Context: an optimization exercise on an open-source flow, tuned for small area. The choices shown serve that exercise and are no tape-out recipe.
Function was checked by simulation only, so behaviour that the tests miss may differ from the original.

==> v29: inputs <==
==> flow/design.v (excerpt) <==
module tv80s ( 
  m1_n, mreq_n, iorq_n, rd_n, wr_n, rfsh_n, halt_n, busak_n, A, dout,
  reset_n, clk, cen, wait_n, int_n, nmi_n, busrq_n, di
  );
clock: 12.0 ns
lec_check: 0
cap_margin: 20
core_margin: 2
core_utilization: 40
slew_margin: 20
run.sh (not shown) runs the stock make flow with config.mk's settings and CLKGATE_MAP_FILE= SYNTH_SCRIPT=/design/flow/synth_recipe.tcl, a recipe that flattens the netlist after the stock synthesis.
==> v14: changes against v29 <==
--- a/flow/design.v
+++ b/flow/design.v
@@ -378,31 +378,24 @@
         begin
           if (WEH) RegsH[AddrA] <= DIH;
           if (WEL) RegsL[AddrA] <= DIL;
         end
     end
-  wire [7:0] selA = 8'b1 << AddrA;
-  wire [7:0] selB = 8'b1 << AddrB;
-  wire [7:0] selC = 8'b1 << AddrC;
-  function [7:0] rd;
-    input [7:0] sel;
-    input [63:0] r;
-    integer k;
-    begin
-      rd = 8'h00;
-      for (k = 0; k < 8; k = k + 1)
-        rd = rd | (r[k*8 +: 8] & {8{sel[k]}});
-    end
-  endfunction
-  wire [63:0] allH = { RegsH[7], RegsH[6], RegsH[5], RegsH[4], RegsH[3], RegsH[2], RegsH[1], RegsH[0] };
-  wire [63:0] allL = { RegsL[7], RegsL[6], RegsL[5], RegsL[4], RegsL[3], RegsL[2], RegsL[1], RegsL[0] };
-  assign DOAH = rd(selA, allH);
-  assign DOAL = rd(selA, allL);
-  assign DOBH = rd(selB, allH);
-  assign DOBL = rd(selB, allL);
-  assign DOCH = rd(selC, allH);
-  assign DOCL = rd(selC, allL);
+  assign DOAH = RegsH[AddrA];
+  assign DOAL = RegsL[AddrA];
+  assign DOBH = RegsH[AddrB];
+  assign DOBL = RegsL[AddrB];
+  assign DOCH = RegsH[AddrC];
+  assign DOCL = RegsL[AddrC];
+  wire [7:0] B = RegsH[0];
+  wire [7:0] C = RegsL[0];
+  wire [7:0] D = RegsH[1];
+  wire [7:0] E = RegsL[1];
+  wire [7:0] H = RegsH[2];
+  wire [7:0] L = RegsL[2];
+  wire [15:0] IX = { RegsH[3], RegsL[3] };
+  wire [15:0] IY = { RegsH[7], RegsL[7] };
 endmodule
 module tv80_mcode
   ( 
   MCycles, TStates, Prefix, Inc_PC, Inc_WZ, IncDec_16, Read_To_Reg,
   Read_To_Acc, Set_BusA_To, Set_BusB_To, ALU_Op, Save_ALU, PreserveC,
@@ -2664,14 +2657,12 @@
   reg [7:0]     IR;              
   reg [1:0]     ISet;            
   reg [15:0]    RegBusA_r;
   reg [15:0]    ID16;
   reg [7:0]     Save_Mux;
-  reg [2:0]     tst;    
-  reg [2:0]     mcyc;   
-  wire [6:0]    tstate = 7'b1 << tst;
-  wire [6:0]    mcycle = 7'b1 << (mcyc - 3'd1);
+  reg [6:0]     tstate;
+  reg [6:0]     mcycle;
   reg           last_mcycle, last_tstate;
   reg           IntE_FF1;
   reg           IntE_FF2;
   reg           Halt_FF;
   reg           BusReq_s;
@@ -2850,15 +2841,33 @@
         7'b0000001 : mcyc_to_number = 3'h1;
         default : mcyc_to_number = 3'h1;
       endcase
     end
   endfunction
-  always @( mcyc or mcycles or tst or tstates)
+  always @( mcycle or mcycles or tstate or tstates)
     begin
-      last_mcycle = (mcyc == mcycles);
-      last_tstate = (tst == tstates);
-    end
+      case (mcycles)
+        1 : last_mcycle = mcycle[0];
+        2 : last_mcycle = mcycle[1];
+        3 : last_mcycle = mcycle[2];
+        4 : last_mcycle = mcycle[3];
+        5 : last_mcycle = mcycle[4];
+        6 : last_mcycle = mcycle[5];
+        7 : last_mcycle = mcycle[6];
+        default : last_mcycle = 1'bx;
+      endcase  
+      case (tstates)
+        0 : last_tstate = tstate[0];
+        1 : last_tstate = tstate[1];
+        2 : last_tstate = tstate[2];
+        3 : last_tstate = tstate[3];
+        4 : last_tstate = tstate[4];
+        5 : last_tstate = tstate[5];
+        6 : last_tstate = tstate[6];
+        default : last_tstate = 1'bx;
+      endcase
+    end  
   always @( ALU_Q or BusAck or BusB or DI_Reg
 	   or ExchangeRp or IR or Save_ALU_r or Set_Addr_To or XY_Ind
 	   or XY_State or cen or last_tstate or mcycle)
     begin
       ClkEn = cen && ~ BusAck;
@@ -2883,54 +2892,54 @@
     begin
       if (reset_n == 1'b0 )
         begin
           PC <= 0;   
           A <= 0;
-          ;
+          TmpAddr <= 0;
           IR <= 8'b00000000;
           ISet <= 2'b00;
           XY_State <= 2'b00;
           IStatus <= 2'b00;
           mcycles <= 3'b000;
-          ;
-          ;
-          ;
-          ;
-          ;
+          dout <= 8'b00000000;
+          ACC <= 8'hFF;
+          F <= 8'hFF;
+          Ap <= 8'hFF;
+          Fp <= 8'hFF;
           I <= 0;
-          ;
+          SP <= 16'hFFFF;
           Alternate <= 1'b0;
           Read_To_Reg_r <= 5'b00000;
-          ;
+          Arith16_r <= 1'b0;
           BTR_r <= 1'b0;
-          ;
-          ;
+          Z16_r <= 1'b0;
+          ALU_Op_r <= 4'b0000;
           Save_ALU_r <= 1'b0;
-          ;
+          PreserveC_r <= 1'b0;
           XY_Ind <= 1'b0;
         end
       else
         begin
           if (ClkEn == 1'b1 )
             begin
-              ;
+              ALU_Op_r <= 4'b0000;
               Save_ALU_r <= 1'b0;
               Read_To_Reg_r <= 5'b00000;
               mcycles <= mcycles_d;
               if (IMode != 2'b11 )
                 begin
                   IStatus <= IMode;
                 end
-              ;
-              ;
+              Arith16_r <= Arith16;
+              PreserveC_r <= PreserveC;
               if (ISet == 2'b10 && ALU_Op[2] == 1'b0 && ALU_Op[0] == 1'b1 && mcycle[2] )
                 begin
-                  ;
+                  Z16_r <= 1'b1;
                 end
               else
                 begin
-                  ;
+                  Z16_r <= 1'b0;
                 end
               if (mcycle[0] && (tstate[1] | tstate[2] | tstate[3] ))
                 begin
                   if (tstate[2] && wait_n == 1'b1 )
                     begin
@@ -2943,11 +2952,11 @@
                           IR <= 8'b11111111;
                         end
                       else if (Halt_FF == 1'b1 || (IntCycle == 1'b1 && IStatus == 2'b10) || NMICycle == 1'b1 )
                         begin
                           IR <= 8'b00000000;
-			  ;
+			  TmpAddr[7:0] <= dinst;  
                         end
                       else
                         begin
                           IR <= dinst;
                         end
@@ -3097,434 +3106,10 @@
                                   A <= PC;
                                 end
                             endcase  
                           end  
                       Save_ALU_r <= Save_ALU;
-                      ;
-                      if (I_CPL == 1'b1 )
-                        begin
-                          ;
-                          ;
-                          ;
-                          ;
-                          ;
-                        end
-                      if (I_CCF == 1'b1 )
-                        begin
-                          ;
-                          ;
-                          ;
-                          ;
-                          ;
-                        end
-                      if (I_SCF == 1'b1 )
-                        begin
-                          ;
-                          ;
-                          ;
-                          ;
-                          ;
-                        end
-                    end  
-                  if (tstate[2] && wait_n == 1'b1 )
-                    begin
-                      if (ISet == 2'b01 && mcycle[6] )
-                        begin
-                          IR <= dinst;
-                        end
-                      if (JumpE == 1'b1 )
-                        begin
-                          PC <= PC16;
-                        end
-                      else if (Inc_PC == 1'b1 )
-                        begin
-                          PC <= PC16;
-                        end
-                      if (BTR_r == 1'b1 )
-                        begin
-                          PC <= PC16;
-                        end
-                      if (RstP == 1'b1 )
-                        begin
-                          ;
-                        end
-                    end
-                  if (tstate[3] && mcycle[5] )
-                    begin
-                      ;
-                    end
-                  if ((tstate[2] && wait_n == 1'b1) || (tstate[4] && mcycle[0]) )
-                    begin
-                      if (IncDec_16[2:0] == 3'b111 )
-                        begin
-                          ;
-                        end
-                    end
-                  if (LDSPHL == 1'b1 )
-                    begin
-                      ;
-                    end
-                  if (ExchangeAF == 1'b1 )
-                    begin
-                      ;
-                      ;
-                      ;
-                      ;
-                    end
-                  if (ExchangeRS == 1'b1 )
-                    begin
-                      Alternate <= ~ Alternate;
-                    end
-                end  
-              if (tstate[3] )
-                begin
-                  if (LDZ == 1'b1 )
-                    begin
-                      ;
-                    end
-                  if (LDW == 1'b1 )
-                    begin
-                      ;
-                    end
-                  if (Special_LD[2] == 1'b1 )
-                    begin
-                      case (Special_LD[1:0])
-                        2'b00 :
-                          begin
-                            ;
-                            ;
-			    ;
-			    ;
-			    ;
-			    ;
-                          end
-                        2'b01 :
-                          begin
-                            ;
-                            ;
-			    ;
-			    ;
-			    ;
-			    ;
-                          end
-                        2'b10 :
-                          I <= ACC;
-                        default : ;
-                      endcase
-                    end
-                end  
-              if ((I_DJNZ == 1'b0 && Save_ALU_r == 1'b1) || ALU_Op_r == 4'b1001 )
-                begin
-                  if (Mode == 3 )
-                    begin
-                      ;
-                      ;
-                      ;
-                      if (PreserveC_r == 1'b0 )
-                        begin
-                          ;
-                        end
-                    end
-                  else
-                    begin
-                      ;
-                      if (PreserveC_r == 1'b0 )
-                        begin
-                          ;
-                        end
-                    end
-                end  
-              if (T_Res == 1'b1 && I_INRC == 1'b1 )
-                begin
-                  ;
-                  ;
-                  if (DI_Reg[7:0] == 8'b00000000 )
-                    begin
-                      ;
-                    end
-                  else
-                    begin
-                      ;
-                    end
-                  ;
-                  ;
-                end  
-              if (tstate[1] && Auto_Wait_t1 == 1'b0 )
-                begin
-                  ;
-                  if (I_RLD == 1'b1 )
-                    begin
-                      ;
-                      ;
-                    end
-                  if (I_RRD == 1'b1 )
-                    begin
-                      ;
-                      ;
-                    end
-                end
-              if (T_Res == 1'b1 )
-                begin
-                  Read_To_Reg_r[3:0] <= Set_BusA_To;
-                  Read_To_Reg_r[4] <= Read_To_Reg;
-                  if (Read_To_Acc == 1'b1 )
-                    begin
-                      Read_To_Reg_r[3:0] <= 4'b0111;
-                      Read_To_Reg_r[4] <= 1'b1;
-                    end
-                end
-              if (tstate[1] && I_BT == 1'b1 )
-                begin
-                  ;
-                  ;
-                  ;
-                  ;
-                end
-              if (I_BC == 1'b1 || I_BT == 1'b1 )
-                begin
-                  ;
-                end
-              if ((tstate[1] && Save_ALU_r == 1'b0 && Auto_Wait_t1 == 1'b0) ||
-                  (Save_ALU_r == 1'b1 && ALU_Op_r != 4'b0111) )
-                begin
-                  case (Read_To_Reg_r)
-                    5'b10111 :
-                      ;
-                    5'b10110 :
-                      ;
-                    5'b11000 :
-                      ;
-                    5'b11001 :
-                      ;
-                    5'b11011 :
-                      ;
-                    default : ;
-                  endcase
-                end  
-            end  
-        end  
-    end
-  always @(posedge clk)
-    begin
-      if (1'b0)
-        begin
-          ;
-          ;
-          TmpAddr <= 0;
-          ;
-          ;
-          ;
-          ;
-          ;
-          dout <= 8'b00000000;
-          ACC <= 8'hFF;
-          F <= 8'hFF;
-          Ap <= 8'hFF;
-          Fp <= 8'hFF;
-          ;
-          SP <= 16'hFFFF;
-          ;
-          ;
-          Arith16_r <= 1'b0;
-          ;
-          Z16_r <= 1'b0;
-          ALU_Op_r <= 4'b0000;
-          ;
-          PreserveC_r <= 1'b0;
-          ;
-        end
-      else
-        begin
-          if (ClkEn == 1'b1 )
-            begin
-              ALU_Op_r <= 4'b0000;
-              ;
-              ;
-              ;
-              if (IMode != 2'b11 )
-                begin
-                  ;
-                end
-              Arith16_r <= Arith16;
-              PreserveC_r <= PreserveC;
-              if (ISet == 2'b10 && ALU_Op[2] == 1'b0 && ALU_Op[0] == 1'b1 && mcycle[2] )
-                begin
-                  Z16_r <= 1'b1;
-                end
-              else
-                begin
-                  Z16_r <= 1'b0;
-                end
-              if (mcycle[0] && (tstate[1] | tstate[2] | tstate[3] ))
-                begin
-                  if (tstate[2] && wait_n == 1'b1 )
-                    begin
-                      if (Jump == 1'b0 && Call == 1'b0 && NMICycle == 1'b0 && IntCycle == 1'b0 && ~ (Halt_FF == 1'b1 || Halt == 1'b1) )
-                        begin
-                          ;
-                        end
-                      if (IntCycle == 1'b1 && IStatus == 2'b01 )
-                        begin
-                          ;
-                        end
-                      else if (Halt_FF == 1'b1 || (IntCycle == 1'b1 && IStatus == 2'b10) || NMICycle == 1'b1 )
-                        begin
-                          ;
-			  TmpAddr[7:0] <= dinst;  
-                        end
-                      else
-                        begin
-                          ;
-                        end
-                      ;
-                      if (Prefix != 2'b00 )
-                        begin
-                          if (Prefix == 2'b11 )
-                            begin
-                              if (IR[5] == 1'b1 )
-                                begin
-                                  ;
-                                end
-                              else
-                                begin
-                                  ;
-                                end
-                            end
-                          else
-                            begin
-                              if (Prefix == 2'b10 )
-                                begin
-                                  ;
-                                  ;
-                                end
-                              ;
-                            end
-                        end
-                      else
-                        begin
-                          ;
-                          ;
-                        end
-                    end  
-                end
-              else
-                begin
-                  if (mcycle[5] )
-                    begin
-                      ;
-                      if (Prefix == 2'b01 )
-                        begin
-                          ;
-                        end
-                    end
-                  if (T_Res == 1'b1 )
-                    begin
-                      ;
-                      if (Jump == 1'b1 )
-                        begin
-                          ;
-                          ;
-                          ;
-                          ;
-                        end
-                      else if (JumpXY == 1'b1 )
-                        begin
-                          ;
-                          ;
-                        end else if (Call == 1'b1 || RstP == 1'b1 )
-                          begin
-                            ;
-                            ;
-                          end
-                        else if (last_mcycle && NMICycle == 1'b1 )
-                          begin
-                            ;
-                            ;
-                          end
-                        else if (mcycle[2] && IntCycle == 1'b1 && IStatus == 2'b10 )
-                          begin
-                            ;
-                            ;
-                            ;
-                            ;
-                          end
-                        else
-                          begin
-                            case (Set_Addr_To)
-                              aXY :
-                                begin
-                                  if (XY_State == 2'b00 )
-                                    begin
-                                      ;
-                                    end
-                                  else
-                                    begin
-                                      if (NextIs_XY_Fetch == 1'b1 )
-                                        begin
-                                          ;
-                                        end
-                                      else
-                                        begin
-                                          ;
-                                        end
-                                    end  
-                                end  
-                              aIOA :
-                                begin
-                                  if (Mode == 3 )
-                                    begin
-                                      ;
-                                    end
-                                  else if (Mode == 2 )
-                                    begin
-                                      ;
-                                    end
-                                  else
-                                    begin
-                                      ;
-                                    end
-                                  ;
-                                end  
-                              aSP :
-                                begin
-                                  ;
-                                end
-                              aBC :
-                                begin
-                                  if (Mode == 3 && iorq_i == 1'b1 )
-                                    begin
-                                      ;
-                                      ;
-                                    end
-                                  else
-                                    begin
-                                      ;
-                                    end
-                                end  
-                              aDE :
-                                begin
-                                  ;
-                                end
-                              aZI :
-                                begin
-                                  if (Inc_WZ == 1'b1 )
-                                    begin
-                                      ;
-                                    end
-                                  else
-                                    begin
-                                      ;
-                                      ;
-                                    end
-                                end  
-                              default   :
-                                begin
-                                  ;
-                                end
-                            endcase  
-                          end  
-                      ;
                       ALU_Op_r <= ALU_Op;
                       if (I_CPL == 1'b1 )
                         begin
                           ACC <= ~ ACC;
                           F[Flag_Y] <= ~ ACC[5];
@@ -3551,23 +3136,23 @@
                     end  
                   if (tstate[2] && wait_n == 1'b1 )
                     begin
                       if (ISet == 2'b01 && mcycle[6] )
                         begin
-                          ;
+                          IR <= dinst;
                         end
                       if (JumpE == 1'b1 )
                         begin
-                          ;
+                          PC <= PC16;
                         end
                       else if (Inc_PC == 1'b1 )
                         begin
-                          ;
+                          PC <= PC16;
                         end
                       if (BTR_r == 1'b1 )
                         begin
-                          ;
+                          PC <= PC16;
                         end
                       if (RstP == 1'b1 )
                         begin
                           TmpAddr <= { 10'h0, IR[5:3], 3'h0 };
                         end
@@ -3594,11 +3179,11 @@
                       Fp <= F;
                       F <= Fp;
                     end
                   if (ExchangeRS == 1'b1 )
                     begin
-                      ;
+                      Alternate <= ~ Alternate;
                     end
                 end  
               if (tstate[3] )
                 begin
                   if (LDZ == 1'b1 )
@@ -3629,11 +3214,11 @@
 			    F[Flag_S] <= I[7];
 			    F[Flag_H] <= 0;
 			    F[Flag_N] <= 0;
                           end
                         2'b10 :
-                          ;
+                          I <= ACC;
                         default : ;
                       endcase
                     end
                 end  
               if ((I_DJNZ == 1'b0 && Save_ALU_r == 1'b1) || ALU_Op_r == 4'b1001 )
@@ -3686,16 +3271,16 @@
                       dout[7:4] <= BusA[3:0];
                     end
                 end
               if (T_Res == 1'b1 )
                 begin
-                  ;
-                  ;
+                  Read_To_Reg_r[3:0] <= Set_BusA_To;
+                  Read_To_Reg_r[4] <= Read_To_Reg;
                   if (Read_To_Acc == 1'b1 )
                     begin
-                      ;
-                      ;
+                      Read_To_Reg_r[3:0] <= 4'b0111;
+                      Read_To_Reg_r[4] <= 1'b1;
                     end
                 end
               if (tstate[1] && I_BT == 1'b1 )
                 begin
                   F[Flag_X] <= ALU_Q[3];
@@ -3967,12 +3552,12 @@
     end
   always @ (posedge clk or negedge reset_n)
     begin
       if (reset_n == 1'b0 )
         begin
-          mcyc <= 3'd1;
-          tst <= 3'd0;
+          mcycle <= 7'b0000001;
+          tstate <= 7'b0000001;
           Pre_XY_F_M <= 3'b000;
           Halt_FF <= 1'b0;
           BusAck <= 1'b0;
           NMICycle <= 1'b0;
           IntCycle <= 1'b0;
@@ -4047,30 +3632,30 @@
                         begin
                           BusAck <= 1'b1;
                         end
                       else
                         begin
-                          tst <= 3'd1;
+                          tstate <= 7'b0000010;
                           if (NextIs_XY_Fetch == 1'b1 )
                             begin
-                              mcyc <= 3'd6;
-                              Pre_XY_F_M <= mcyc;
+                              mcycle <= 7'b0100000;
+                              Pre_XY_F_M <= mcyc_to_number(mcycle);
                               if (IR == 8'b00110110 && Mode == 0 )
                                 begin
                                   Pre_XY_F_M <= 3'b010;
                                 end
                             end
                           else if ((mcycle[6]) || (mcycle[5] && Mode == 1 && ISet != 2'b01) )
                             begin
-                              mcyc <= Pre_XY_F_M + 3'd1;
+                              mcycle <= number_to_bitvec(Pre_XY_F_M + 1);
                             end
                           else if ((last_mcycle) ||
                                    No_BTR == 1'b1 ||
                                    (mcycle[1] && I_DJNZ == 1'b1 && IncDecZ == 1'b1) )
                             begin
                               m1_n <= 1'b0;
-                              mcyc <= 3'd1;
+                              mcycle <= 7'b0000001;
                               IntCycle <= 1'b0;
                               NMICycle <= 1'b0;
                               if (NMI_s == 1'b1 && Prefix == 2'b00 )
                                 begin
                                   NMICycle <= 1'b1;
@@ -4083,20 +3668,20 @@
                                   IntE_FF2 <= 1'b0;
                                 end
                             end
                           else
                             begin
-                              mcyc <= mcyc + 3'd1;
+                              mcycle <= { mcycle[5:0], mcycle[6] };
                             end
                         end
                     end
                   else
                     begin    
                       if ( ~(Auto_Wait == 1'b1 && Auto_Wait_t2 == 1'b0) &&
                            ~(IOWait == 1 && iorq_i == 1'b1 && Auto_Wait_t1 == 1'b0) )
                         begin
-                          tst <= (tst == 3'd6) ? 3'd0 : tst + 3'd1;
+                          tstate <= { tstate[5:0], tstate[6] };
                         end
                     end
                 end
               if (tstate[0])
                 begin
@@ -4221,10 +3806,11 @@
         begin
           rd_n   <= 1'b1;
           wr_n   <= 1'b1;
           iorq_n <= 1'b1;
           mreq_n <= 1'b1;
+          di_reg <= 0;
         end
       else
         begin
           rd_n <= 1'b1;
           wr_n <= 1'b1;
@@ -4264,11 +3850,10 @@
                       iorq_n <= ~ iorq;
                       mreq_n <= iorq;
                   end
                 end  
             end  
+          if (tstate[2] && wait_n == 1'b1)
+            di_reg <= di;
         end  
     end  
-  always @(posedge clk)
-    if (tstate[2] && wait_n == 1'b1)
-      di_reg <= di;
 endmodule  
CAP_MARGIN = 0   (was 20)
CTS_BUF_LIST = sky130_fd_sc_hd__clkbuf_4   (was unset)
SLEW_MARGIN = 0   (was 20)
==> flow_summary.toml <==
[run_status]
status = "timing/DRC/antenna clean"

[logic_synthesis]
synth-adder-area-share_pct = 4.325

[critical_path]
crit_path_top_delay_cell = "a2111oi_2"
cp.arrival_ns = 10.54

[timing]
fin_crit_sh_pct = 82.30

[finish]
inverters = 126

[global_routing]
antenna_found_initial = 10
(the above is from v14)
==> flow_summary.toml <==
[run_status]
status = "timing/DRC/antenna clean"

[critical_path]
crit_path_top_delay_cell = "nor4b_1"

[finish]
inverters = 127

[global_routing]
antenna_found_initial = 15
(the above is from v29)

-- re-timing with driven ports --
How much do the figures lean on ideal ports? The routed layouts below were timed once more, with nothing changed but the port constraints. Step 1: set_driving_cell puts a clkbuf_16 on clk and a buf_2 on each other input, an assumption about the parent block. Step 2 adds t to the input delays and takes it off the output delays; t is the mean of the earliest and latest rising clock arrival at the registers after step 1. Input paths then give back, and output paths get back, about the clock's delay inside the block. Three values: ideal, step 1, step 2; two values: the first two.
run	t, ns	slack for setup (ns)	worst register clock-pin slew, ns
v29	0.673	2.059 / 2.059 / 2.059	0.07 / 0.07
v14	1.012	2.124 / 2.124 / 2.124	0.08 / 0.08
After both steps setup and hold are still met in every run listed.
